This is an optimization exercise on Yosys and OpenROAD, whose aim is small area, a short achievable clock period and few clock cycles per item, not a production implementation. RTL that was checked went through simulation tests only; none was proved equivalent to the original. Function not checked in runs 1 and 2: the RTL went through the layout flow alone. Power is estimated from default activity; no workload was simulated.

### flow/run.sh
#!/bin/bash
# The standard layout (standard.sh) with two changes:
#  - the final ABC mapping of the standard synthesis uses flow/abc_map.script
#    (ORFS's speed script without its blanket upsizing);
#  - the port buffers are the library's smallest plain buffer (buffer_ports
#    otherwise picks a delay cell).
set -euo pipefail
here=$(pwd)
export FLOW_SYNTH_TCL=$here/synth_recipe.tcl
export MY_ABC_SCRIPT=$here/flow/abc_map.script
export BUFFER_PORTS_ARGS="-buffer_cell sky130_fd_sc_hd__buf_1"
sed "s#SYNTH_SCRIPT=[^ ]*#SYNTH_SCRIPT=$here/flow/my_synth.tcl#" standard.sh > my_standard.sh
grep -q "SYNTH_SCRIPT=$here/flow/my_synth.tcl" my_standard.sh
bash my_standard.sh > standard.log 2>&1
### flow/abc_map.script
&get -n
&st
&dch
&nf
&st
&syn2
&if -g -K 6
&synch2
&nf
&st
&syn2
&if -g -K 6
&synch2
&nf
&st
&syn2
&if -g -K 6
&synch2
&nf
&st
&syn2
&if -g -K 6
&synch2
&nf
&st
&syn2
&if -g -K 6
&synch2
&nf
&put
buffer -c
topo
stime -c

dnsize -c
### flow/my_synth.tcl
# The standard flow's synthesis (synth_recipe.tcl, unchanged), except that the final ABC
# technology mapping runs flow/abc_map.script instead of ORFS's speed script
proc abc {args} {
  set i [lsearch -exact $args -script]
  if {$i >= 0} {
    lset args [expr {$i + 1}] $::env(MY_ABC_SCRIPT)
  }
  yosys abc {*}$args
}
source $::env(FLOW_SYNTH_TCL)
### standard.sh
#!/bin/bash
# synth_recipe.tcl (not shown) runs the flow's synth.tcl, then flattens the netlist and writes it again
# the make line also repeats each setting of config.mk as NAME=value (left out here)
make -C /OpenROAD-flow-scripts/flow DESIGN_CONFIG=/design/flow/config.mk WORK_HOME=/design/flow/orfs CLKGATE_MAP_FILE= SYNTH_SCRIPT=/design/flow/synth_recipe.tcl "${@:-finish}"
### config.mk
export PLATFORM = sky130hd
export DESIGN_NAME = unpipelined_divider
export DESIGN_NICKNAME = unpipelined_divider
export VERILOG_FILES = /design/flow/design.v
export SDC_FILE = /design/flow/constraint.sdc
export NUM_CORES = 4
export LEC_CHECK = 0
export CAP_MARGIN = 20
export CORE_MARGIN = 2
export CORE_UTILIZATION = 55
export CTS_BUF_LIST = sky130_fd_sc_hd__clkbuf_4 sky130_fd_sc_hd__clkbuf_8
export SETUP_SLACK_MARGIN = 1.0
export SLEW_MARGIN = 20
export SYNTH_HIERARCHICAL = 1
export SYNTH_MINIMUM_KEEP_SIZE = 0
### constraint.sdc
create_clock -name core_clock -period 4.0 [get_ports {clk}]
set_input_delay 0.8000 -clock core_clock [delete_from_list [all_inputs] [get_ports {clk}]]
set_output_delay 0.8000 -clock core_clock [all_outputs]
set_load 0.01 [all_outputs]
### design.v
module unpipelined_divider #
(
    parameter N = 32
)
(
    input wire [N-1:0] dividend,
    input wire [N-1:0] divisor,
    input wire start,
    input wire rst,
    input wire clk,
    output wire [N-1:0] quotient,
    output wire [N-1:0] remainder,
    output reg done
);
    reg [N-1:0] rem_reg;    
    reg [N-1:0] dq_reg;     
    reg [4:0]   cnt;        
    reg         busy;
    wire [3:0] d_any, x_any;
    genvar k;
    generate
        for (k = 0; k < 4; k = k + 1) begin : byte_or
            or8 od (.a(divisor[8*k +: 8]), .y(d_any[k]));
            or8 ox (.a(dividend[8*k +: 8]), .y(x_any[k]));
        end
    endgenerate
    wire sk3, sk2, sk1;
    skip_dec sd (.d_any(d_any), .x_any(x_any), .sk3(sk3), .sk2(sk2), .sk1(sk1));
    wire [1:0] sh = {sk2, sk3 | (sk1 & ~sk2)};
    wire [2*N-1:0] load = {{N{1'b0}}, dividend} << {sh, 3'b000};
    wire [N:0] t = {rem_reg, dq_reg[N-1]};
    wire [N-1:0] diff;
    wire ge;
    div_step step (.a(t[N-1:0]), .b(divisor), .top(t[N]), .diff(diff), .ge(ge));
    wire take;
    and2b tk (.a(ge), .b_n(start), .y(take));
    wire [N-1:0] rem_hold = start ? load[2*N-1:N] : t[N-1:0];
    wire [N-1:0] rem_next;
    generate
        for (k = 0; k < N; k = k + 1) begin : rnext
            mux2 mg (.s(take), .a(rem_hold[k]), .b(diff[k]), .y(rem_next[k]));
        end
    endgenerate
    always @(posedge clk) begin
        rem_reg <= rem_next;
        dq_reg  <= start ? load[N-1:0] : {dq_reg[N-2:0], ge};
    end
    always @(posedge clk or posedge rst) begin
        if (rst) begin
            busy <= 1'b0;
            done <= 1'b0;
            cnt  <= 5'd0;
        end else begin
            done <= busy && (cnt == 5'd31);
            if (start) begin
                busy <= 1'b1;
                cnt  <= {sh, 3'b000};
            end else if (busy) begin
                cnt <= cnt + 5'd1;
                if (cnt == 5'd31) busy <= 1'b0;
            end
        end
    end
    assign quotient  = dq_reg;
    assign remainder = rem_reg;
endmodule
module div_step (
    input  wire [31:0] a,
    input  wire [31:0] b,
    input  wire        top,
    output wire [31:0] diff,
    output wire        ge
);
    wire x = top;
    wire g0_0;
    sk_gen0 l0 (.a(a[0]), .b(b[0]), .g(g0_0));
    wire g0_1, p0_1;
    sk_gen  lg1 (.a(a[1]), .b(b[1]), .g(g0_1));
    sk_prop lp1 (.a(a[1]), .b(b[1]), .p(p0_1));
    wire g0_2, p0_2;
    sk_gen  lg2 (.a(a[2]), .b(b[2]), .g(g0_2));
    sk_prop lp2 (.a(a[2]), .b(b[2]), .p(p0_2));
    wire g0_3, p0_3;
    sk_gen  lg3 (.a(a[3]), .b(b[3]), .g(g0_3));
    sk_prop lp3 (.a(a[3]), .b(b[3]), .p(p0_3));
    wire g0_4, p0_4;
    sk_gen  lg4 (.a(a[4]), .b(b[4]), .g(g0_4));
    sk_prop lp4 (.a(a[4]), .b(b[4]), .p(p0_4));
    wire g0_5, p0_5;
    sk_gen  lg5 (.a(a[5]), .b(b[5]), .g(g0_5));
    sk_prop lp5 (.a(a[5]), .b(b[5]), .p(p0_5));
    wire g0_6, p0_6;
    sk_gen  lg6 (.a(a[6]), .b(b[6]), .g(g0_6));
    sk_prop lp6 (.a(a[6]), .b(b[6]), .p(p0_6));
    wire g0_7, p0_7;
    sk_gen  lg7 (.a(a[7]), .b(b[7]), .g(g0_7));
    sk_prop lp7 (.a(a[7]), .b(b[7]), .p(p0_7));
    wire g0_8, p0_8;
    sk_gen  lg8 (.a(a[8]), .b(b[8]), .g(g0_8));
    sk_prop lp8 (.a(a[8]), .b(b[8]), .p(p0_8));
    wire g0_9, p0_9;
    sk_gen  lg9 (.a(a[9]), .b(b[9]), .g(g0_9));
    sk_prop lp9 (.a(a[9]), .b(b[9]), .p(p0_9));
    wire g0_10, p0_10;
    sk_gen  lg10 (.a(a[10]), .b(b[10]), .g(g0_10));
    sk_prop lp10 (.a(a[10]), .b(b[10]), .p(p0_10));
    wire g0_11, p0_11;
    sk_gen  lg11 (.a(a[11]), .b(b[11]), .g(g0_11));
    sk_prop lp11 (.a(a[11]), .b(b[11]), .p(p0_11));
    wire g0_12, p0_12;
    sk_gen  lg12 (.a(a[12]), .b(b[12]), .g(g0_12));
    sk_prop lp12 (.a(a[12]), .b(b[12]), .p(p0_12));
    wire g0_13, p0_13;
    sk_gen  lg13 (.a(a[13]), .b(b[13]), .g(g0_13));
    sk_prop lp13 (.a(a[13]), .b(b[13]), .p(p0_13));
    wire g0_14, p0_14;
    sk_gen  lg14 (.a(a[14]), .b(b[14]), .g(g0_14));
    sk_prop lp14 (.a(a[14]), .b(b[14]), .p(p0_14));
    wire g0_15, p0_15;
    sk_gen  lg15 (.a(a[15]), .b(b[15]), .g(g0_15));
    sk_prop lp15 (.a(a[15]), .b(b[15]), .p(p0_15));
    wire g0_16, p0_16;
    sk_gen  lg16 (.a(a[16]), .b(b[16]), .g(g0_16));
    sk_prop lp16 (.a(a[16]), .b(b[16]), .p(p0_16));
    wire g0_17, p0_17;
    sk_gen  lg17 (.a(a[17]), .b(b[17]), .g(g0_17));
    sk_prop lp17 (.a(a[17]), .b(b[17]), .p(p0_17));
    wire g0_18, p0_18;
    sk_gen  lg18 (.a(a[18]), .b(b[18]), .g(g0_18));
    sk_prop lp18 (.a(a[18]), .b(b[18]), .p(p0_18));
    wire g0_19, p0_19;
    sk_gen  lg19 (.a(a[19]), .b(b[19]), .g(g0_19));
    sk_prop lp19 (.a(a[19]), .b(b[19]), .p(p0_19));
    wire g0_20, p0_20;
    sk_gen  lg20 (.a(a[20]), .b(b[20]), .g(g0_20));
    sk_prop lp20 (.a(a[20]), .b(b[20]), .p(p0_20));
    wire g0_21, p0_21;
    sk_gen  lg21 (.a(a[21]), .b(b[21]), .g(g0_21));
    sk_prop lp21 (.a(a[21]), .b(b[21]), .p(p0_21));
    wire g0_22, p0_22;
    sk_gen  lg22 (.a(a[22]), .b(b[22]), .g(g0_22));
    sk_prop lp22 (.a(a[22]), .b(b[22]), .p(p0_22));
    wire g0_23, p0_23;
    sk_gen  lg23 (.a(a[23]), .b(b[23]), .g(g0_23));
    sk_prop lp23 (.a(a[23]), .b(b[23]), .p(p0_23));
    wire g0_24, p0_24;
    sk_gen  lg24 (.a(a[24]), .b(b[24]), .g(g0_24));
    sk_prop lp24 (.a(a[24]), .b(b[24]), .p(p0_24));
    wire g0_25, p0_25;
    sk_gen  lg25 (.a(a[25]), .b(b[25]), .g(g0_25));
    sk_prop lp25 (.a(a[25]), .b(b[25]), .p(p0_25));
    wire g0_26, p0_26;
    sk_gen  lg26 (.a(a[26]), .b(b[26]), .g(g0_26));
    sk_prop lp26 (.a(a[26]), .b(b[26]), .p(p0_26));
    wire g0_27, p0_27;
    sk_gen  lg27 (.a(a[27]), .b(b[27]), .g(g0_27));
    sk_prop lp27 (.a(a[27]), .b(b[27]), .p(p0_27));
    wire g0_28, p0_28;
    sk_gen  lg28 (.a(a[28]), .b(b[28]), .g(g0_28));
    sk_prop lp28 (.a(a[28]), .b(b[28]), .p(p0_28));
    wire g0_29, p0_29;
    sk_gen  lg29 (.a(a[29]), .b(b[29]), .g(g0_29));
    sk_prop lp29 (.a(a[29]), .b(b[29]), .p(p0_29));
    wire g0_30, p0_30;
    sk_gen  lg30 (.a(a[30]), .b(b[30]), .g(g0_30));
    sk_prop lp30 (.a(a[30]), .b(b[30]), .p(p0_30));
    wire g0_31, p0_31;
    sk_gen  lg31 (.a(a[31]), .b(b[31]), .g(g0_31));
    sk_prop lp31 (.a(a[31]), .b(b[31]), .p(p0_31));
    wire g1_1;
    sk_dotg_p n0 (.gh(g0_1), .ph(p0_1), .gl(g0_0), .g(g1_1));
    wire g1_3, p1_3;
    sk_dot_p n1 (.gh(g0_3), .ph(p0_3), .gl(g0_2), .pl(p0_2), .g(g1_3), .p(p1_3));
    wire g1_5, p1_5;
    sk_dot_p n2 (.gh(g0_5), .ph(p0_5), .gl(g0_4), .pl(p0_4), .g(g1_5), .p(p1_5));
    wire g1_7, p1_7;
    sk_dot_p n3 (.gh(g0_7), .ph(p0_7), .gl(g0_6), .pl(p0_6), .g(g1_7), .p(p1_7));
    wire g1_9, p1_9;
    sk_dot_p n4 (.gh(g0_9), .ph(p0_9), .gl(g0_8), .pl(p0_8), .g(g1_9), .p(p1_9));
    wire g1_11, p1_11;
    sk_dot_p n5 (.gh(g0_11), .ph(p0_11), .gl(g0_10), .pl(p0_10), .g(g1_11), .p(p1_11));
    wire g1_13, p1_13;
    sk_dot_p n6 (.gh(g0_13), .ph(p0_13), .gl(g0_12), .pl(p0_12), .g(g1_13), .p(p1_13));
    wire g1_15, p1_15;
    sk_dot_p n7 (.gh(g0_15), .ph(p0_15), .gl(g0_14), .pl(p0_14), .g(g1_15), .p(p1_15));
    wire g1_17, p1_17;
    sk_dot_p n8 (.gh(g0_17), .ph(p0_17), .gl(g0_16), .pl(p0_16), .g(g1_17), .p(p1_17));
    wire g1_19, p1_19;
    sk_dot_p n9 (.gh(g0_19), .ph(p0_19), .gl(g0_18), .pl(p0_18), .g(g1_19), .p(p1_19));
    wire g1_21, p1_21;
    sk_dot_p n10 (.gh(g0_21), .ph(p0_21), .gl(g0_20), .pl(p0_20), .g(g1_21), .p(p1_21));
    wire g1_23, p1_23;
    sk_dot_p n11 (.gh(g0_23), .ph(p0_23), .gl(g0_22), .pl(p0_22), .g(g1_23), .p(p1_23));
    wire g1_25, p1_25;
    sk_dot_p n12 (.gh(g0_25), .ph(p0_25), .gl(g0_24), .pl(p0_24), .g(g1_25), .p(p1_25));
    wire g1_27, p1_27;
    sk_dot_p n13 (.gh(g0_27), .ph(p0_27), .gl(g0_26), .pl(p0_26), .g(g1_27), .p(p1_27));
    wire g1_29, p1_29;
    sk_dot_p n14 (.gh(g0_29), .ph(p0_29), .gl(g0_28), .pl(p0_28), .g(g1_29), .p(p1_29));
    wire g1_31, p1_31;
    sk_dot_p n15 (.gh(g0_31), .ph(p0_31), .gl(g0_30), .pl(p0_30), .g(g1_31), .p(p1_31));
    wire g2_2;
    sk_dotg_pi n16 (.gh(g0_2), .ph(p0_2), .gl(g1_1), .g(g2_2));
    wire g2_3;
    sk_dotg_n n17 (.gh(g1_3), .ph(p1_3), .gl(g1_1), .g(g2_3));
    wire g2_6, p2_6;
    sk_dot_pi n18 (.gh(g0_6), .ph(p0_6), .gl(g1_5), .pl(p1_5), .g(g2_6), .p(p2_6));
    wire g2_7, p2_7;
    sk_dot_n n19 (.gh(g1_7), .ph(p1_7), .gl(g1_5), .pl(p1_5), .g(g2_7), .p(p2_7));
    wire g2_10, p2_10;
    sk_dot_pi n20 (.gh(g0_10), .ph(p0_10), .gl(g1_9), .pl(p1_9), .g(g2_10), .p(p2_10));
    wire g2_11, p2_11;
    sk_dot_n n21 (.gh(g1_11), .ph(p1_11), .gl(g1_9), .pl(p1_9), .g(g2_11), .p(p2_11));
    wire g2_14, p2_14;
    sk_dot_pi n22 (.gh(g0_14), .ph(p0_14), .gl(g1_13), .pl(p1_13), .g(g2_14), .p(p2_14));
    wire g2_15, p2_15;
    sk_dot_n n23 (.gh(g1_15), .ph(p1_15), .gl(g1_13), .pl(p1_13), .g(g2_15), .p(p2_15));
    wire g2_18, p2_18;
    sk_dot_pi n24 (.gh(g0_18), .ph(p0_18), .gl(g1_17), .pl(p1_17), .g(g2_18), .p(p2_18));
    wire g2_19, p2_19;
    sk_dot_n n25 (.gh(g1_19), .ph(p1_19), .gl(g1_17), .pl(p1_17), .g(g2_19), .p(p2_19));
    wire g2_22, p2_22;
    sk_dot_pi n26 (.gh(g0_22), .ph(p0_22), .gl(g1_21), .pl(p1_21), .g(g2_22), .p(p2_22));
    wire g2_23, p2_23;
    sk_dot_n n27 (.gh(g1_23), .ph(p1_23), .gl(g1_21), .pl(p1_21), .g(g2_23), .p(p2_23));
    wire g2_26, p2_26;
    sk_dot_pi n28 (.gh(g0_26), .ph(p0_26), .gl(g1_25), .pl(p1_25), .g(g2_26), .p(p2_26));
    wire g2_27, p2_27;
    sk_dot_n n29 (.gh(g1_27), .ph(p1_27), .gl(g1_25), .pl(p1_25), .g(g2_27), .p(p2_27));
    wire g2_30, p2_30;
    sk_dot_pi n30 (.gh(g0_30), .ph(p0_30), .gl(g1_29), .pl(p1_29), .g(g2_30), .p(p2_30));
    wire g2_31, p2_31;
    sk_dot_n n31 (.gh(g1_31), .ph(p1_31), .gl(g1_29), .pl(p1_29), .g(g2_31), .p(p2_31));
    wire g3_4;
    sk_dotg_p n32 (.gh(g0_4), .ph(p0_4), .gl(g2_3), .g(g3_4));
    wire g3_5;
    sk_dotg_ni n33 (.gh(g1_5), .ph(p1_5), .gl(g2_3), .g(g3_5));
    wire g3_6;
    sk_dotg_ni n34 (.gh(g2_6), .ph(p2_6), .gl(g2_3), .g(g3_6));
    wire g3_7;
    sk_dotg_p n35 (.gh(g2_7), .ph(p2_7), .gl(g2_3), .g(g3_7));
    wire g3_12, p3_12;
    sk_dot_p n36 (.gh(g0_12), .ph(p0_12), .gl(g2_11), .pl(p2_11), .g(g3_12), .p(p3_12));
    wire g3_13, p3_13;
    sk_dot_ni n37 (.gh(g1_13), .ph(p1_13), .gl(g2_11), .pl(p2_11), .g(g3_13), .p(p3_13));
    wire g3_14, p3_14;
    sk_dot_ni n38 (.gh(g2_14), .ph(p2_14), .gl(g2_11), .pl(p2_11), .g(g3_14), .p(p3_14));
    wire g3_15, p3_15;
    sk_dot_p n39 (.gh(g2_15), .ph(p2_15), .gl(g2_11), .pl(p2_11), .g(g3_15), .p(p3_15));
    wire g3_20, p3_20;
    sk_dot_p n40 (.gh(g0_20), .ph(p0_20), .gl(g2_19), .pl(p2_19), .g(g3_20), .p(p3_20));
    wire g3_21, p3_21;
    sk_dot_ni n41 (.gh(g1_21), .ph(p1_21), .gl(g2_19), .pl(p2_19), .g(g3_21), .p(p3_21));
    wire g3_22, p3_22;
    sk_dot_ni n42 (.gh(g2_22), .ph(p2_22), .gl(g2_19), .pl(p2_19), .g(g3_22), .p(p3_22));
    wire g3_23, p3_23;
    sk_dot_p n43 (.gh(g2_23), .ph(p2_23), .gl(g2_19), .pl(p2_19), .g(g3_23), .p(p3_23));
    wire g3_28, p3_28;
    sk_dot_p n44 (.gh(g0_28), .ph(p0_28), .gl(g2_27), .pl(p2_27), .g(g3_28), .p(p3_28));
    wire g3_29, p3_29;
    sk_dot_ni n45 (.gh(g1_29), .ph(p1_29), .gl(g2_27), .pl(p2_27), .g(g3_29), .p(p3_29));
    wire g3_30, p3_30;
    sk_dot_ni n46 (.gh(g2_30), .ph(p2_30), .gl(g2_27), .pl(p2_27), .g(g3_30), .p(p3_30));
    wire g3_31, p3_31;
    sk_dot_p n47 (.gh(g2_31), .ph(p2_31), .gl(g2_27), .pl(p2_27), .g(g3_31), .p(p3_31));
    wire g4_8;
    sk_dotg_pi n48 (.gh(g0_8), .ph(p0_8), .gl(g3_7), .g(g4_8));
    wire g4_9;
    sk_dotg_n n49 (.gh(g1_9), .ph(p1_9), .gl(g3_7), .g(g4_9));
    wire g4_10;
    sk_dotg_n n50 (.gh(g2_10), .ph(p2_10), .gl(g3_7), .g(g4_10));
    wire g4_11;
    sk_dotg_pi n51 (.gh(g2_11), .ph(p2_11), .gl(g3_7), .g(g4_11));
    wire g4_12;
    sk_dotg_n n52 (.gh(g3_12), .ph(p3_12), .gl(g3_7), .g(g4_12));
    wire g4_13;
    sk_dotg_pi n53 (.gh(g3_13), .ph(p3_13), .gl(g3_7), .g(g4_13));
    wire g4_14;
    sk_dotg_pi n54 (.gh(g3_14), .ph(p3_14), .gl(g3_7), .g(g4_14));
    wire g4_15;
    sk_dotg_n n55 (.gh(g3_15), .ph(p3_15), .gl(g3_7), .g(g4_15));
    wire g4_24, p4_24;
    sk_dot_pi n56 (.gh(g0_24), .ph(p0_24), .gl(g3_23), .pl(p3_23), .g(g4_24), .p(p4_24));
    wire g4_25, p4_25;
    sk_dot_n n57 (.gh(g1_25), .ph(p1_25), .gl(g3_23), .pl(p3_23), .g(g4_25), .p(p4_25));
    wire g4_26, p4_26;
    sk_dot_n n58 (.gh(g2_26), .ph(p2_26), .gl(g3_23), .pl(p3_23), .g(g4_26), .p(p4_26));
    wire g4_27, p4_27;
    sk_dot_pi n59 (.gh(g2_27), .ph(p2_27), .gl(g3_23), .pl(p3_23), .g(g4_27), .p(p4_27));
    wire g4_28, p4_28;
    sk_dot_n n60 (.gh(g3_28), .ph(p3_28), .gl(g3_23), .pl(p3_23), .g(g4_28), .p(p4_28));
    wire g4_29, p4_29;
    sk_dot_pi n61 (.gh(g3_29), .ph(p3_29), .gl(g3_23), .pl(p3_23), .g(g4_29), .p(p4_29));
    wire g4_30, p4_30;
    sk_dot_pi n62 (.gh(g3_30), .ph(p3_30), .gl(g3_23), .pl(p3_23), .g(g4_30), .p(p4_30));
    wire g4_31, p4_31;
    sk_dot_n n63 (.gh(g3_31), .ph(p3_31), .gl(g3_23), .pl(p3_23), .g(g4_31), .p(p4_31));
    wire g5_16;
    sk_dotg_p n64 (.gh(g0_16), .ph(p0_16), .gl(g4_15), .g(g5_16));
    wire g5_17;
    sk_dotg_ni n65 (.gh(g1_17), .ph(p1_17), .gl(g4_15), .g(g5_17));
    wire g5_18;
    sk_dotg_ni n66 (.gh(g2_18), .ph(p2_18), .gl(g4_15), .g(g5_18));
    wire g5_19;
    sk_dotg_p n67 (.gh(g2_19), .ph(p2_19), .gl(g4_15), .g(g5_19));
    wire g5_20;
    sk_dotg_ni n68 (.gh(g3_20), .ph(p3_20), .gl(g4_15), .g(g5_20));
    wire g5_21;
    sk_dotg_p n69 (.gh(g3_21), .ph(p3_21), .gl(g4_15), .g(g5_21));
    wire g5_22;
    sk_dotg_p n70 (.gh(g3_22), .ph(p3_22), .gl(g4_15), .g(g5_22));
    wire g5_23;
    sk_dotg_ni n71 (.gh(g3_23), .ph(p3_23), .gl(g4_15), .g(g5_23));
    wire g5_24;
    sk_dotg_ni n72 (.gh(g4_24), .ph(p4_24), .gl(g4_15), .g(g5_24));
    wire g5_25;
    sk_dotg_p n73 (.gh(g4_25), .ph(p4_25), .gl(g4_15), .g(g5_25));
    wire g5_26;
    sk_dotg_p n74 (.gh(g4_26), .ph(p4_26), .gl(g4_15), .g(g5_26));
    wire g5_27;
    sk_dotg_ni n75 (.gh(g4_27), .ph(p4_27), .gl(g4_15), .g(g5_27));
    wire g5_28;
    sk_dotg_p n76 (.gh(g4_28), .ph(p4_28), .gl(g4_15), .g(g5_28));
    wire g5_29;
    sk_dotg_ni n77 (.gh(g4_29), .ph(p4_29), .gl(g4_15), .g(g5_29));
    wire g5_30;
    sk_dotg_ni n78 (.gh(g4_30), .ph(p4_30), .gl(g4_15), .g(g5_30));
    wire g5_31;
    sk_dotg_p_x n79 (.gh(g4_31), .ph(p4_31), .gl(g4_15), .x(x), .g(g5_31));
    assign ge = ~g5_31;
    sk_diff0 s0 (.a(a[0]), .b(b[0]), .s(diff[0]));
    sk_sum s1 (.p(p0_1), .c(g0_0), .s(diff[1]));
    sk_sumn s2 (.p(p0_2), .c(g1_1), .s(diff[2]));
    sk_sumn s3 (.p(p0_3), .c(g2_2), .s(diff[3]));
    sk_sum s4 (.p(p0_4), .c(g2_3), .s(diff[4]));
    sk_sumn s5 (.p(p0_5), .c(g3_4), .s(diff[5]));
    sk_sum s6 (.p(p0_6), .c(g3_5), .s(diff[6]));
    sk_sum s7 (.p(p0_7), .c(g3_6), .s(diff[7]));
    sk_sumn s8 (.p(p0_8), .c(g3_7), .s(diff[8]));
    sk_sumn s9 (.p(p0_9), .c(g4_8), .s(diff[9]));
    sk_sum s10 (.p(p0_10), .c(g4_9), .s(diff[10]));
    sk_sum s11 (.p(p0_11), .c(g4_10), .s(diff[11]));
    sk_sumn s12 (.p(p0_12), .c(g4_11), .s(diff[12]));
    sk_sum s13 (.p(p0_13), .c(g4_12), .s(diff[13]));
    sk_sumn s14 (.p(p0_14), .c(g4_13), .s(diff[14]));
    sk_sumn s15 (.p(p0_15), .c(g4_14), .s(diff[15]));
    sk_sum s16 (.p(p0_16), .c(g4_15), .s(diff[16]));
    sk_sumn s17 (.p(p0_17), .c(g5_16), .s(diff[17]));
    sk_sum s18 (.p(p0_18), .c(g5_17), .s(diff[18]));
    sk_sum s19 (.p(p0_19), .c(g5_18), .s(diff[19]));
    sk_sumn s20 (.p(p0_20), .c(g5_19), .s(diff[20]));
    sk_sum s21 (.p(p0_21), .c(g5_20), .s(diff[21]));
    sk_sumn s22 (.p(p0_22), .c(g5_21), .s(diff[22]));
    sk_sumn s23 (.p(p0_23), .c(g5_22), .s(diff[23]));
    sk_sum s24 (.p(p0_24), .c(g5_23), .s(diff[24]));
    sk_sum s25 (.p(p0_25), .c(g5_24), .s(diff[25]));
    sk_sumn s26 (.p(p0_26), .c(g5_25), .s(diff[26]));
    sk_sumn s27 (.p(p0_27), .c(g5_26), .s(diff[27]));
    sk_sum s28 (.p(p0_28), .c(g5_27), .s(diff[28]));
    sk_sumn s29 (.p(p0_29), .c(g5_28), .s(diff[29]));
    sk_sum s30 (.p(p0_30), .c(g5_29), .s(diff[30]));
    sk_sum s31 (.p(p0_31), .c(g5_30), .s(diff[31]));
endmodule
module and2b (input wire a, input wire b_n, output wire y);
    assign y = a & ~b_n;
endmodule
module mux2 (input wire s, input wire a, input wire b, output wire y);
    assign y = s ? b : a;
endmodule
module or8 (input wire [7:0] a, output wire y);
    assign y = |a;
endmodule
module skip_dec (input wire [3:0] d_any, input wire [3:0] x_any,
                 output wire sk3, output wire sk2, output wire sk1);
    wire d_nz = |d_any;
    assign sk3 = d_any[3] | (d_nz & ~(|x_any[3:1]));
    assign sk2 = (|d_any[3:2]) | (d_nz & ~(|x_any[3:2]));
    assign sk1 = (|d_any[3:1]) | (d_nz & ~x_any[3]);
endmodule
module sk_gen0 (input wire a, input wire b, output wire g);
    assign g = a | ~b;
endmodule
module sk_gen (input wire a, input wire b, output wire g);
    assign g = a & ~b;
endmodule
module sk_prop (input wire a, input wire b, output wire p);
    assign p = ~(a ^ b);
endmodule
module sk_dot_p (input wire gh, input wire ph, input wire gl, input wire pl,
                 output wire g, output wire p);
    assign g = ~(gh | (ph & gl));
    assign p = ~(ph & pl);
endmodule
module sk_dot_pi (input wire gh, input wire ph, input wire gl, input wire pl,
                  output wire g, output wire p);
    assign g = ~(gh | (ph & ~gl));
    assign p = ~(ph & ~pl);
endmodule
module sk_dot_n (input wire gh, input wire ph, input wire gl, input wire pl,
                 output wire g, output wire p);
    assign g = ~(gh & (ph | gl));
    assign p = ~(ph | pl);
endmodule
module sk_dot_ni (input wire gh, input wire ph, input wire gl, input wire pl,
                  output wire g, output wire p);
    assign g = ~(gh & (ph | ~gl));
    assign p = ~(ph | ~pl);
endmodule
module sk_dotg_p (input wire gh, input wire ph, input wire gl, output wire g);
    assign g = ~(gh | (ph & gl));
endmodule
module sk_dotg_pi (input wire gh, input wire ph, input wire gl, output wire g);
    assign g = ~(gh | (ph & ~gl));
endmodule
module sk_dotg_n (input wire gh, input wire ph, input wire gl, output wire g);
    assign g = ~(gh & (ph | gl));
endmodule
module sk_dotg_ni (input wire gh, input wire ph, input wire gl, output wire g);
    assign g = ~(gh & (ph | ~gl));
endmodule
module sk_dotg_p_x (input wire gh, input wire ph, input wire gl, input wire x,
                    output wire g);
    assign g = ~(x | gh | (ph & gl));
endmodule
module sk_dotg_pi_x (input wire gh, input wire ph, input wire gl, input wire x,
                     output wire g);
    assign g = ~(x | gh | (ph & ~gl));
endmodule
module sk_dotg_n_x (input wire gh, input wire ph, input wire gl, input wire x,
                    output wire g);
    assign g = x | ~(gh & (ph | gl));
endmodule
module sk_dotg_ni_x (input wire gh, input wire ph, input wire gl, input wire x,
                     output wire g);
    assign g = x | ~(gh & (ph | ~gl));
endmodule
module sk_sum (input wire p, input wire c, output wire s);
    assign s = p ^ c;
endmodule
module sk_sumn (input wire p, input wire c, output wire s);
    assign s = ~(p ^ c);
endmodule
module sk_diff0 (input wire a, input wire b, output wire s);
    assign s = a ^ b;
endmodule
==> results.toml, run 1 <==
[place]
gp_congestion = 0.880
placed_cells = 838
post-dp-hpwl_mm = 10.9
io_buffers = 131

[floorplanning]
dieArea_sq_um = 9880
initial_core_util_pct = 57.1
row_count = 34
core_sq_um = 8760
die_y_um = 99.4
ioPinCount = 132
fp.dieW_um = 99.4

[critical_path]
crit_slowest_cell = "o41ai_2"
path_max_fanout = 19
path_buf_inv = 2
end_kind = "flip-flop"
arrival_ps = 3070
worstSetupStartpointType = "primary input"
crit_family = "multiplexers"
path_cells = "buf_1 > nor4_1 > nand2_1 > o41ai_2 > buf_4 > mux2_2 > nand2_1 > a31oi_1 > mux2_2"
worstPathRequired_ps = 4240
max_stage_delay_ps = 430
critPathKind = "primary input to flip-flop"

[global_routing]
grt_pass1_vias = 4671
grt-ovfl-total = 0
grt_max_degree = 53
grt_pass1_wl_mm = 23.6
grt_usage_pct = 29.6
antenna_found_initial = 0

[power]
irDropWorstVdd_uv = 323
powerDensity_nw_per_um2 = 549
leakage_nw = 2.50

[run]
cap_violations = 0

[sta]
finClkSkew_ps = 9.71
worst_pin_slew_ps = 742
post-route-period-util_pct = 70.8
tns_ps = 0
drv_slew = 0
maxSlewHeadroom_pct = 50.4
hold_violations = 0
fin_crit_ps = 2830
setup_viol = 0
fmax_mhz = 353
rsz0062_at_grt = "false"

[route]
wl_per_cell_um = 17.1
via_count = 5079
ant_nets = 0
viasPerCell = 5.92
drc = 0
drt-initial-drc-count = 288
drt-pass1-iter-count = 5
wl_mm = 14.6

[finish]
multi_input_area_sq_um = 3430
nFillCells = 793
area_growth_pct = 20.2
mostFrequentLayoutCell = "buf_1"
num_antenna_cells = 0
seqCellArea_sq_um = 1460
nets = 814
final_cells = 858
final_cell_mix = "buf_1 (130), dfxtp_1 (64), nand2_1 (55)"
drive_gt1_share_pct = 12.8

[logic_synthesis]
synth_warnings = 7
syn_avg_cell_area_sq_um = 8.19
syn_area_sq_um = 5010
syn_nets = 680
netlist_instances = 611

[min_path]
worst_hold_path_type = "primary input to async pin"

[clocking]
clk_latency_ps = 360
ctsHoldBuffers = 0
cts-root-buf = "clkbuf_8"
h-tree-depth = 3
cts_buffers = 9
cts_tree = "yes"
cts_buffer_depth = 2
path_clk_slew_ps = 90
clock_sinks = 71

[status]
status = "complete, no violations"
worst register-to-register path, stage by stage, from the launching register on:
cell and delay, ps:
dfxtp_1 350, xnor2_1 320, nand2_1 140, nor2_1 320, nand2_1 260, nor2_1 150, a211oi_1 80, inv_1 110
nor2b_4 180, buf_12 170, mux2_2 350
through the flow:
stage	instance area (sq um)	hold WS [ps]	worst slack (ps)	utilization, %	total power (W)
global route	6020	343	1060	68.6	0.00354
finish	6020	328	1170	68.6	0.00330
detailed placement	5730	449	474	65.3	0.00259
CTS	5970	339	1070	68.1	0.00327
floorplan	5110	488	981	-	0.00217
global placement	5730	450	641	65.3	0.00255
layout make-up:
cell class / count / area share (%)
clock inverter: 7 / 1.73
sequential: 71 / 24.2
multi-input combinational: 479 / 57.0
tap: 108 / 2.25
inverter: 39 / 2.43
clock buffer: 9 / 2.06
timing repair buffer: 145 / 10.4
final timing paths:
check / from / endpoint / slack, ps / cells past startpoint
worst max register to register: rem_reg[17]$_DFF_P_ / rem_reg[8]$_DFF_P_ / 1460 / 10
worst min register to register: dq_reg[13]$_DFF_P_ / dq_reg[14]$_DFF_P_ / 460 / 1
max in group asynchronous: rst / cnt[3]$_DFFE_PP0P_ / 3460 / 2
worst min-delay path: rst / busy$_DFF_PP0_ / 330 / 2
min in group core_clock: dq_reg[13]$_DFF_P_ / dq_reg[14]$_DFF_P_ / 460 / 1
worst max-delay path: dividend[17] / rem_reg[7]$_DFF_P_ / 1170 / 9
report_power, final:
group	switching, W	leakage [nW]	internal (W)
sequential	0.000164	0.611	0.000853
clock	0.000308	0.114	0.000359
combinational	0.000863	1.78	0.000757
layer usage:
metal / global-route usage [%] / vias to the layer above / share of wire (%)
met5: 0 / - / 0
met3: 4.85 / 20 / 7.8
li1: - / 2411 / -
met2: 47.5 / 229 / 46
met4: 8.32 / 0 / 1.1
met1: 41.3 / 2419 / 45
repair_timing:
action / CTS / global route
resized for setup: 1 / 0
pin swaps: 0 / 0
endpoints found under the setup margin: 32 / 32
endpoints found under the hold margin: 0 / 0
gates cloned: 1 / 0
setup buffers: 0 / 3
==> run 2, diff against run 1 <==
--- a/config.mk
+++ b/config.mk
@@ -9,7 +9,7 @@
 export CORE_MARGIN = 2
 export CORE_UTILIZATION = 55
 export CTS_BUF_LIST = sky130_fd_sc_hd__clkbuf_4 sky130_fd_sc_hd__clkbuf_8
-export SETUP_SLACK_MARGIN = 1.0
+export SETUP_SLACK_MARGIN = 1.25
 export SLEW_MARGIN = 20
 export SYNTH_HIERARCHICAL = 1
 export SYNTH_MINIMUM_KEEP_SIZE = 0
==> run 2 against run 1 <==
  * Global-route usage fell by 1.3 points
  * Via count hardly changed
  * Final area grew 5.4%
  * Register-to-register slack gained 150 ps
  * Clock skew is 2.0 ps higher
  * Sequential power about the same
  * Cell count up 0.82%
  * Clock-buffer cell count is the same
  * Synthesized cell count is the same
  * First-iteration DRC count increased by 38%
  * Fmax decreased by 1.9%
  * Die area stayed put
  * Largest power group unchanged
  * Highest routed layer unchanged
==> results.toml, run 2 <==
[status]
status = "complete, no violations"

[logic_synthesis]
netlist_instances = 611
syn_avg_cell_area_sq_um = 8.19
syn_nets = 680
synth_warnings = 7
syn_area_sq_um = 5010

[finish]
final_cell_mix = "buf_1 (121), dfxtp_1 (64), a21oi_1 (51)"
multi_input_area_sq_um = 3700
area_growth_pct = 26.6
mostFrequentLayoutCell = "buf_1"
nets = 821
num_antenna_cells = 0
nFillCells = 718
final_util_pct = 72.3
finalInstanceArea_sq_um = 6340
seqCellArea_sq_um = 1460
drive_gt1_share_pct = 19.2

[critical_path]
end_kind = "flip-flop"
max_stage_delay_ps = 620
worstSetupStartpointType = "primary input"
path_max_fanout = 5
path_cells = "buf_2 > nor4_1 > nand2_1 > o41ai_4 > clkbuf_16 > mux2_2 > nand2_1 > a31oi_1 > mux2_2"
arrival_ps = 3130
crit_slowest_cell = "o41ai_4"
worstPathRequired_ps = 4240
critPathKind = "primary input to flip-flop"

[power]
irDropWorstVdd_uv = 325
combPwrFrac_pct = 52.1
p_int_w = 0.00193
leakage_nw = 2.66
powerDensity_nw_per_um2 = 524
p_clk_share_pct = 16.6
p_sw_w = 0.00139
power_frac_seq_pct = 31.3
switching_share_pct = 41.9

[sta]
hold-worst-slack_ps = 323
setup_viol = 0
post-route-period-util_pct = 72.2
finClkSkew_ps = 11.7
fin_crit_ps = 2890
fmax_mhz = 346
worst_slack_ps = 1110
drv_slew = 0
tns_ps = 0
rsz0062_at_grt = "true"
hold_violations = 0
maxSlewHeadroom_pct = 63.6
worst_pin_slew_ps = 544

[clocking]
cts_buffer_depth = 2
cts_tree = "yes"
h-tree-depth = 3
cts-root-buf = "clkbuf_8"
clock_sinks = 71
clk_latency_ps = 350
path_clk_slew_ps = 90
cts_buffers = 9

[global_routing]
grt_usage_pct = 28.3
antenna_found_initial = 0
grt_pass1_vias = 4631
grt_max_degree = 37
grt-ovfl-total = 0
grt_pass1_wl_mm = 22.6

[route]
wl_per_cell_um = 16.8
via_count = 5083
drt-pass1-iter-count = 6
drc = 0
viasPerCell = 5.88
wl_mm = 14.5
drt-initial-drc-count = 398
ant_nets = 0

[place]
post-dp-hpwl_mm = 10.8
gp_congestion = 0.904
io_buffers = 131
post-place-ws_ps = 336
postPlaceCellArea_sq_um = 5820

[floorplanning]
row_count = 34
ioPinCount = 132
die_y_um = 99.4
initial_core_util_pct = 57.1
dieArea_sq_um = 9880
core_sq_um = 8760
fp.dieW_um = 99.4

[min_path]
worst_hold_path_type = "primary input to async pin"

[run]
cap_violations = 0
-- run 2: repair_timing --
action / in CTS / in global routing
cloned: 1 / 3
pin swaps: 0 / 10
setup endpoints to repair: 41 / 52
hold buffers: 0 / 0
setup buffers: 3 / 7
hold endpoints to repair: 0 / 0
resized for setup: 6 / 41
-- run 2: metrics by stage --
stage	total power (W)	cells
floorplan	0.00223	611
global placement	0.00260	835
detailed placement	0.00264	835
CTS	0.00326	855
global route	0.00355	865
finish	0.00332	865
-- run 2: path summary, 6_finish.rpt --
kind	slack [ps]	depth (start not counted)	from	end
setup reg to reg	1610	10	rem_reg[2]$_DFF_P_	rem_reg[20]$_DFF_P_
min in group core_clock	460	1	dq_reg[12]$_DFF_P_	dq_reg[13]$_DFF_P_
hold / removal	320	2	rst	done$_DFF_PP0_
setup / recovery	1110	9	dividend[17]	rem_reg[0]$_DFF_P_
hold reg to reg	460	1	dq_reg[12]$_DFF_P_	dq_reg[13]$_DFF_P_
max in group asynchronous	3480	2	rst	cnt[1]$_DFFE_PP0P_
-- run 2: cell type report --
cell class | count | area share (%)
clock buffers | 9 | 1.95
clock inverters | 7 | 0.947
inverters | 39 | 2.31
multi-input cells | 480 | 58.4
flip-flops and latches | 71 | 23.0
well taps | 108 | 2.13
repair buffers | 151 | 11.3
-- run 2: power groups by stage --
stage	Sequential, W	Clock (W)	Combinational, W
after global placement	0.00104	0	0.00155
after detailed placement	0.00105	0	0.00159
after CTS	0.00103	0.000560	0.00167
after global routing	0.00106	0.000591	0.00190
final	0.00104	0.000552	0.00173
after floorplan	0.00108	0	0.00116
-- run 2: critical path, delay by kind of cell --
kind	cells	cell delay, ps
and+or+nand+nor	3	600
buffers and inverters	2	410
AOI/OAI and AO/OA	2	700
muxes	2	610
-- run 2: routing by layer --
metal	GRT usage, %	up-vias	part of all wire, %
li1	-	2443	-
met4	7.48	0	1.9
met3	5.13	37	8.1
met2	44.9	231	46
met5	0	-	0
met1	39.7	2372	44
==> run 3, diff against run 2 <==
--- a/design.v
+++ b/design.v
@@ -13,7 +13,8 @@
     output reg done
 );
     reg [N-1:0] rem_reg;    
-    reg [N-1:0] dq_reg;     
+    reg [N-1:0] quot_reg;   
+    reg         x_reg;      
     reg [4:0]   cnt;        
     reg         busy;
     wire [3:0] d_any, x_any;
@@ -27,14 +28,24 @@
     wire sk3, sk2, sk1;
     skip_dec sd (.d_any(d_any), .x_any(x_any), .sk3(sk3), .sk2(sk2), .sk1(sk1));
     wire [1:0] sh = {sk2, sk3 | (sk1 & ~sk2)};
-    wire [2*N-1:0] load = {{N{1'b0}}, dividend} << {sh, 3'b000};
-    wire [N:0] t = {rem_reg, dq_reg[N-1]};
+    wire [N-1:0] rem_load = sh == 2'd3 ? {8'd0, dividend[N-1:8]} :
+                            sh == 2'd2 ? {16'd0, dividend[N-1:16]} :
+                            sh == 2'd1 ? {24'd0, dividend[N-1:24]} : {N{1'b0}};
+    wire [N-1:0] x_by_cnt;
+    generate
+        for (k = 0; k < N - 1; k = k + 1) begin : xb
+            assign x_by_cnt[k] = dividend[N-2-k];
+        end
+    endgenerate
+    assign x_by_cnt[N-1] = 1'b0;
+    wire x_first = dividend[{~sh, 3'b111}];
+    wire [N:0] t = {rem_reg, x_reg};
     wire [N-1:0] diff;
     wire ge;
     div_step step (.a(t[N-1:0]), .b(divisor), .top(t[N]), .diff(diff), .ge(ge));
     wire take;
     and2b tk (.a(ge), .b_n(start), .y(take));
-    wire [N-1:0] rem_hold = start ? load[2*N-1:N] : t[N-1:0];
+    wire [N-1:0] rem_hold = start ? rem_load : t[N-1:0];
     wire [N-1:0] rem_next;
     generate
         for (k = 0; k < N; k = k + 1) begin : rnext
@@ -43,7 +54,8 @@
     endgenerate
     always @(posedge clk) begin
         rem_reg <= rem_next;
-        dq_reg  <= start ? load[N-1:0] : {dq_reg[N-2:0], ge};
+        quot_reg <= start ? {N{1'b0}} : {quot_reg[N-2:0], ge};
+        x_reg    <= start ? x_first : x_by_cnt[cnt];
     end
     always @(posedge clk or posedge rst) begin
         if (rst) begin
@@ -61,7 +73,7 @@
             end
         end
     end
-    assign quotient  = dq_reg;
+    assign quotient  = quot_reg;
     assign remainder = rem_reg;
 endmodule
 module div_step (
--- a/config.mk
+++ b/config.mk
@@ -9,7 +9,7 @@
 export CORE_MARGIN = 2
 export CORE_UTILIZATION = 55
 export CTS_BUF_LIST = sky130_fd_sc_hd__clkbuf_4 sky130_fd_sc_hd__clkbuf_8
-export SETUP_SLACK_MARGIN = 1.25
+export SETUP_SLACK_MARGIN = 1.0
 export SLEW_MARGIN = 20
 export SYNTH_HIERARCHICAL = 1
 export SYNTH_MINIMUM_KEEP_SIZE = 0
==> run 3 against run 2 <==
  * Total power increased by 8.3%
  * Via count decreased by 12%
  * Critical path type unchanged
  * Clock skew increased by 1.9 ps
  * Largest cell class unchanged
  * Highest routed layer unchanged
  * Largest power group unchanged
  * Wire length decreased by 16%
==> results.toml, run 3 <==
[route]
ant_nets = 0
drt-initial-drc-count = 167
drt-pass1-iter-count = 4
drc = 0
wl_mm = 12.3
via_count = 4497
wl_per_cell_um = 14.5
viasPerCell = 5.33

[clocking]
cts_tree = "yes"
clock_sinks = 72
cts_buffers = 9
path_clk_slew_ps = 90
cts-root-buf = "clkbuf_8"
h-tree-depth = 3
clk_latency_ps = 360
cts_buffer_depth = 2
ctsHoldBuffers = 0

[finish]
drive_gt1_share_pct = 12.7
seqCellArea_sq_um = 1480
area_growth_pct = 20.2
final_cells = 843
mostFrequentLayoutCell = "buf_1"
num_antenna_cells = 0
multi_input_area_sq_um = 3170
nets = 799
final_cell_mix = "buf_1 (130), nor2b_1 (72), inv_1 (71)"
nFillCells = 806

[place]
placed_cells = 824
io_buffers = 131
gp_congestion = 0.902
post-dp-hpwl_mm = 9.18

[floorplanning]
fp.dieW_um = 97.9
initial_core_util_pct = 56.2
dieArea_sq_um = 9590
row_count = 34
core_sq_um = 8640
die_y_um = 97.9
ioPinCount = 132

[global_routing]
grt-ovfl-total = 0
grt_usage_pct = 26.0
antenna_found_initial = 0
grt_pass1_vias = 4146
grt_max_degree = 92
grt_pass1_wl_mm = 20.3

[sta]
post-route-period-util_pct = 68.5
worst_pin_slew_ps = 859
drv_slew = 0
rsz0062_at_grt = "false"
finClkSkew_ps = 13.6
fin_crit_ps = 2740
fmax_mhz = 365
maxSlewHeadroom_pct = 42.7
hold_violations = 0
setup_viol = 0
tns_ps = 0

[logic_synthesis]
syn_nets = 668
syn_avg_cell_area_sq_um = 8.10
synth_warnings = 7
syn_area_sq_um = 4850
netlist_instances = 599

[power]
irDropWorstVdd_uv = 425
leakage_nw = 2.37
powerDensity_nw_per_um2 = 617

[critical_path]
arrival_ps = 2980
worstPathRequired_ps = 4250
path_max_fanout = 22
worstSetupStartpointType = "primary input"
critPathKind = "primary input to flip-flop"
end_kind = "flip-flop"

[status]
status = "complete, no violations"

[run]
cap_violations = 0

[min_path]
worst_hold_path_type = "primary input to async pin"
## run 3: worst max-delay path, stage by stage
cell and delay (ps):
buf_1 190, nor4_1 300, nand2_1 140, o31ai_2 250
buf_4 280, nand2_2 250, o22a_1 240, o211ai_1 110
o21ai_0 110, mux2_2 300
## run 3: through the flow
stage / instance area (sq um) / setup WS [ps] / power (W) / hold WS, ps / utilization [%]
4_1_cts: 5780 / 1100 / 0.00358 / 316 / 67.0
5_1_grt: 5830 / 1090 / 0.00388 / 328 / 67.5
6_report: 5830 / 1260 / 0.00360 / 323 / 67.5
2_1_floorplan: 4950 / 990 / 0.00247 / 492 / -
3_3_place_gp: 5560 / 555 / 0.00290 / 444 / 64.4
3_5_place_dp: 5560 / 424 / 0.00294 / 457 / 64.4
## run 3: layout make-up
type | count | area share, %
Multi-Input combinational cell | 437 | 54.3
Sequential cell | 72 | 25.3
Timing Repair Buffer | 139 | 9.91
Inverter | 71 | 4.57
Tap cell | 108 | 2.32
Clock buffer | 9 | 2.12
Clock inverter | 7 | 1.44
## run 3: path summary, 6_finish.rpt
path	from	end	slack, ps	cells past startpoint
max in group asynchronous	rst	cnt[3]$_DFFE_PP0P_	3460	2
worst min-delay path	rst	cnt[2]$_DFFE_PP0P_	320	2
worst max-delay path	dividend[24]	rem_reg[6]$_DFF_P_	1260	10
min in group core_clock	quot_reg[7]$_SDFF_PP0_	quot_reg[8]$_SDFF_PP0_	460	1
worst min register to register	quot_reg[7]$_SDFF_PP0_	quot_reg[8]$_SDFF_PP0_	460	1
worst max register to register	rem_reg[16]$_DFF_P_	rem_reg[6]$_DFF_P_	1460	10
## run 3: timing repair
item,4_1_cts,5_1_grt
gates resized for setup,1,3
endpoints found under the hold margin,0,0
buffers inserted,0,2
cloned,1,0
setup endpoints to repair,32,32
## run 3: per-layer routing
metal	part of all wire, %	track usage [%]	vias to the layer above
met5	0	0	-
met4	1.5	6.73	0
met3	4.9	5.58	16
met2	47	41.6	121
met1	47	35.8	2074
li1	-	-	2286
## run 3: report_power, final
group	leakage, nW	switching (W)	total [W]	internal, W
clock network	0.103	0.000311	0.000611	0.000300
logic	1.65	0.00103	0.00190	0.000872
registers	0.615	0.000202	0.00109	0.000883
total	2.37	0.00154	0.00360	0.00206
Testbench counts of run 3, summed over its fixed seeds: cycles 10,456, items 512.
==> run 4, diff against run 3 <==
--- a/config.mk
+++ b/config.mk
@@ -9,7 +9,7 @@
 export CORE_MARGIN = 2
 export CORE_UTILIZATION = 55
 export CTS_BUF_LIST = sky130_fd_sc_hd__clkbuf_4 sky130_fd_sc_hd__clkbuf_8
-export SETUP_SLACK_MARGIN = 1.0
+export SETUP_SLACK_MARGIN = 1.5
 export SLEW_MARGIN = 20
 export SYNTH_HIERARCHICAL = 1
 export SYNTH_MINIMUM_KEEP_SIZE = 0
==> run 4 against run 3 <==
  * Fmax is 9.1% higher
  * Worst hold slack better by 5.6 ps
  * Clock power is 8.8% lower
  * Cell count is 4.4% higher
  * Die area stayed put
  * Sequential power is 9% higher
  * Synthesized cell count stayed put
  * Final area is 23% higher
  * Setup slack better by 230 ps
  * Total power is 21% higher
  * First-iteration DRC count is 57% higher
  * Largest power group unchanged
==> results.toml, run 4 <==
[power]
combPwrFrac_pct = 59.8
leakage_nw = 2.98
irDropWorstVdd_uv = 428
p_int_w = 0.00243
p_sw_w = 0.00192
switching_share_pct = 44.1
power_frac_seq_pct = 27.4
p_clk_share_pct = 12.8
powerDensity_nw_per_um2 = 605

[sta]
finClkSkew_ps = 12.3
setup_viol = 0
tns_ps = 0
hold-worst-slack_ps = 328
worst_pin_slew_ps = 876
maxSlewHeadroom_pct = 41.6
rsz0062_at_grt = "false"
drv_slew = 0
post-route-period-util_pct = 62.7
worst_slack_ps = 1490
hold_violations = 0
fin_crit_ps = 2510
fmax_mhz = 398

[clocking]
h-tree-depth = 3
cts_tree = "yes"
cts_buffer_depth = 2
cts_buffers = 9
clock_sinks = 72
path_clk_slew_ps = 90
clk_latency_ps = 350
cts-root-buf = "clkbuf_8"

[route]
via_count = 5026
drt-pass1-iter-count = 5
drc = 0
ant_nets = 0
wl_mm = 15.1
viasPerCell = 5.71
wl_per_cell_um = 17.1
drt-initial-drc-count = 263

[logic_synthesis]
synth_warnings = 7
netlist_instances = 599
syn_nets = 668
syn_avg_cell_area_sq_um = 8.10
syn_area_sq_um = 4850

[global_routing]
grt.busiest_layer = "met2"
grt_max_degree = 42
grt_pass1_wl_mm = 21.4
met1_usage_pct = 37.1
grt_use_met2_pct = 45.9
grt-ovfl-total = 0
grt_usage_pct = 27.3
grtUsageMet3_pct = 4.37
grt_pass1_vias = 4413
antenna_found_initial = 0

[status]
status = "complete, no violations"

[critical_path]
path_buf_inv = 3
worstSetupStartpointType = "primary input"
cp_common_cell = "nand2_1"
crit_slowest_cell = "nor4_2"
path_cells = "buf_1 > nor4_2 > nand2_1 > o31ai_4 > buf_6 > buf_4 > nand2_1 > o22ai_1 > mux2_2"
arrival_ps = 2800
worstPathRequired_ps = 4290
end_kind = "flip-flop"
max_stage_delay_ps = 290
critPathKind = "primary input to flip-flop"
path_max_fanout = 9
crit_family = "simple AND/OR/NAND/NOR gates"

[finish]
nets = 836
final_cells = 880
nFillCells = 548
drive_gt1_share_pct = 33.8
area_growth_pct = 48.0
num_antenna_cells = 0
final_util_pct = 83.1
final_cell_mix = "buf_1 (88), inv_1 (71), nor2b_1 (71)"
mostFrequentLayoutCell = "buf_1"

[place]
io_buffers = 131
post-dp-hpwl_mm = 9.60
placed_cells = 827
post-place-ws_ps = 663
gp_congestion = 0.909

[floorplanning]
row_count = 34
ioPinCount = 132
die_y_um = 97.9
dieArea_sq_um = 9590
fp.dieW_um = 97.9
initial_core_util_pct = 56.2
core_sq_um = 8640

[min_path]
worst_hold_path_type = "primary input to async pin"

[run]
cap_violations = 0
[run 4: path summary, 6_finish.rpt]
kind	slack [ps]	startpoint	endpoint	cells after the start
worst max register to register	1630	rem_reg[10]$_DFF_P_	rem_reg[13]$_DFF_P_	11
min in group core_clock	470	quot_reg[24]$_SDFF_PP0_	quot_reg[25]$_SDFF_PP0_	1
max in group asynchronous	3460	rst	cnt[1]$_DFFE_PP0P_	2
worst min register to register	470	quot_reg[24]$_SDFF_PP0_	quot_reg[25]$_SDFF_PP0_	1
worst min-delay path	330	rst	cnt[3]$_DFFE_PP0P_	2
worst max-delay path	1490	dividend[16]	rem_reg[13]$_DFF_P_	9
[run 4: area by class of cell]
cell class | count | area, sq um | share of cell area (%)
Timing Repair Buffer | 176 | 1090 | 15.1
Multi-Input combinational cell | 437 | 4030 | 56.1
Inverter | 71 | 267 | 3.71
Tap cell | 108 | 135 | 1.88
Clock buffer | 9 | 124 | 1.73
Clock inverter | 7 | 61.3 | 0.854
Sequential cell | 72 | 1480 | 20.6
[run 4: worst register-to-register path: cells and delay by family (launching register included)]
kind            cells  cell delay (ps)
simple gates        4              560
compound gates      2              290
xor+xnor            1              180
flops               1              510
mux                 1              340
buf+inv             3              360
[run 4: through the flow]
| stage | total power [W] | cell area (sq um) |
|---|---|---|
| finish | 0.00435 | 7180 |
| global route | 0.00461 | 7180 |
| CTS | 0.00377 | 6160 |
| detailed placement | 0.00303 | 5710 |
| global placement | 0.00298 | 5710 |
| floorplan | 0.00255 | 5080 |
[run 4: power by group through the flow]
stage                     combinational, W  sequential, W  clock, W
after floorplan                    0.00140        0.00115         0
after global placement             0.00186        0.00112         0
after detailed placement           0.00190        0.00113         0
after CTS                          0.00207        0.00113  0.000568
after global routing               0.00280        0.00121  0.000597
final                              0.00260        0.00119  0.000557
[run 4: what timing repair did]
| item | in CTS | in global routing |
|---|---|---|
| cloned | 0 | 5 |
| gates resized for setup | 40 | 231 |
| hold buffers | 0 | 0 |
| pin swaps | 19 | 75 |
| setup buffers | 12 | 20 |
| endpoints found under the setup margin | 33 | 33 |
[run 4: layer usage]
metal | share of wire [%] | vias to the layer above
li1 | - | 2370
met1 | 41 | 2381
met2 | 50 | 227
met3 | 6.9 | 48
met4 | 2.2 | 0
met5 | 0 | -
==> run 5, diff against run 4 <==
--- a/config.mk
+++ b/config.mk
@@ -9,7 +9,7 @@
 export CORE_MARGIN = 2
 export CORE_UTILIZATION = 55
 export CTS_BUF_LIST = sky130_fd_sc_hd__clkbuf_4 sky130_fd_sc_hd__clkbuf_8
-export SETUP_SLACK_MARGIN = 1.5
+export SETUP_SLACK_MARGIN = 1.25
 export SLEW_MARGIN = 20
 export SYNTH_HIERARCHICAL = 1
 export SYNTH_MINIMUM_KEEP_SIZE = 0
==> run 5 against run 4 <==
  * Critical path depth grew 3
  * Fmax shrank 4.4%
  * Sequential power shrank 5%
  * Largest power group unchanged
==> results.toml, run 5 <==
[finish]
finalInstanceArea_sq_um = 6090
final_cell_mix = "buf_1 (127), nor2b_1 (72), inv_1 (71)"
num_antenna_cells = 0
nets = 807
mostFrequentLayoutCell = "buf_1"
area_growth_pct = 25.6
drive_gt1_share_pct = 17.5

[route]
wl_mm = 12.5
viasPerCell = 5.37
wl_per_cell_um = 14.6
ant_nets = 0
drt-pass1-iter-count = 4
via_count = 4574
drc = 0
drt-initial-drc-count = 239

[critical_path]
worstPathRequired_ps = 4250
critPathKind = "primary input to flip-flop"
worstSetupStartpointType = "primary input"
reg2reg_depth = 11
path_max_fanout = 9
end_kind = "flip-flop"
arrival_ps = 2880

[sta]
post-route-period-util_pct = 65.7
hold_violations = 0
fin_crit_ps = 2630
drv_slew = 0
fmax_mhz = 381
worst_pin_slew_ps = 668
rsz0062_at_grt = "true"
tns_ps = 0
setup_viol = 0
maxSlewHeadroom_pct = 55.5
finClkSkew_ps = 11.1

[logic_synthesis]
syn_nets = 668
synth_warnings = 7
netlist_instances = 599
syn_area_sq_um = 4850
syn_avg_cell_area_sq_um = 8.10

[global_routing]
grt-ovfl-total = 0
grt_usage_pct = 26.0
grt_pass1_vias = 4365
antenna_found_initial = 0
grt_max_degree = 62
grt_pass1_wl_mm = 20.5

[floorplanning]
core_sq_um = 8640
dieArea_sq_um = 9590
die_y_um = 97.9
initial_core_util_pct = 56.2
fp.dieW_um = 97.9
ioPinCount = 132
row_count = 34

[place]
postPlaceCellArea_sq_um = 5700
gp_congestion = 0.903
io_buffers = 131
post-dp-hpwl_mm = 9.53

[clocking]
cts-root-buf = "clkbuf_8"
clk_latency_ps = 350
path_clk_slew_ps = 90
cts_tree = "yes"
clock_sinks = 72
cts_buffer_depth = 2
ctsHoldBuffers = 0
cts_buffers = 9
h-tree-depth = 3

[power]
irDropWorstVdd_uv = 347
leakage_nw = 2.51
powerDensity_nw_per_um2 = 612

[status]
status = "complete, no violations"

[run]
cap_violations = 0

[min_path]
worst_hold_path_type = "primary input to async pin"
==> run 5: repair_timing <==
action                     4_1_cts  5_1_grt
setup endpoints to repair       25       30
resized for setup                5       23
pin swaps                        0        2
setup buffers                    3        4
cloned                           1        0
==> run 5: worst paths after layout <==
path | endpoint | startpoint | slack, ps
max | rem_reg[7]$_DFF_P_ | divisor[6] | 1370
min | cnt[3]$_DFFE_PP0P_ | rst | 340
max reg2reg | rem_reg[7]$_DFF_P_ | rem_reg[1]$_DFF_P_ | 1500
min reg2reg | quot_reg[22]$_SDFF_PP0_ | quot_reg[21]$_SDFF_PP0_ | 460
max in group asynchronous | busy$_DFF_PP0_ | rst | 3450
min in group core_clock | quot_reg[22]$_SDFF_PP0_ | quot_reg[21]$_SDFF_PP0_ | 460
==> run 5: worst max-delay path, cell delays in order <==
cell	delay, ps
buf_1	130
xnor2_2	260
nand2_1	140
o21ai_2	200
a21oi_4	50
buf_12	140
o21ai_4	150
a211oi_2	90
inv_1	90
nor2b_4	230
buf_4	220
mux2_2	340
==> run 5: per-stage QoR <==
stage / instances / total power [W] / util (%) / hold WS, ps / setup WS [ps]
2_1_floorplan: 599 / 0.00255 / - / 492 / 1040
3_3_place_gp: 827 / 0.00299 / 66.0 / 441 / 739
3_5_place_dp: 827 / 0.00303 / 66.0 / 450 / 700
4_1_cts: 847 / 0.00362 / 68.7 / 326 / 1260
5_1_grt: 851 / 0.00403 / 70.5 / 346 / 1220
6_report: 851 / 0.00373 / 70.5 / 340 / 1370
==> run 5: area by class of cell <==
class                      instances  area (sq um)
clock buffer                       9           124
clock inverter                     7          61.3
fill                             716          2540
inverter                          71           267
multi-input combinational        437          3400
sequential                        72          1480
tap                              108           135
timing repair buffer             147           629
==> run 5: power by group <==
part / internal [W] / total, W / switching [W] / leakage [nW]
Clock: 0.000238 / 0.000546 / 0.000308 / 0.0892
Sequential: 0.000883 / 0.00113 / 0.000244 / 0.615
Combinational: 0.000994 / 0.00205 / 0.00106 / 1.81
==> run 5: layer usage <==
metal	global-route usage (%)	routed length, um	up-vias
met2	41.2	5740	140
met4	8.12	167	0
met5	0	0	-
li1	-	-	2313
met3	5.37	663	18
met1	35.9	5880	2103

what the ideal ports hide:
Ports are ideal in the flow. The routed layouts listed here were re-timed in OpenROAD.
Step 1 sets driving cells, clkbuf_16 on the clock port and buf_2 on the other inputs (assumed; they add their load-dependent delay and slew).
Step 2 adds t to the input delays and takes it off the output delays; t is the mean of the earliest and latest rising clock arrival at the registers after step 1. Input paths then give back, and output paths get back, about the clock's delay inside the block.
Three values: no drivers, after step 1, after step 2; two values: the first two.
run | t, ns | setup slack, ns | latest minus earliest clock arrival (ns)
run 1 | 0.387 | 1.168 / 1.181 / 0.795 | 0.010 / 0.011
run 2 | 0.380 | 1.112 / 1.116 / 0.736 | 0.012 / 0.012
run 3 | 0.383 | 1.261 / 1.271 / 0.888 | 0.013 / 0.014
run 4 | 0.380 | 1.490 / 1.499 / 1.119 | 0.013 / 0.013
run 5 | 0.380 | 1.374 / 1.381 / 1.002 | 0.013 / 0.013
After both steps every run listed still meets setup and hold. The setup slack of run 2, which loses most, moves by +0.004 ns with the drivers and by -0.376 ns with both steps.
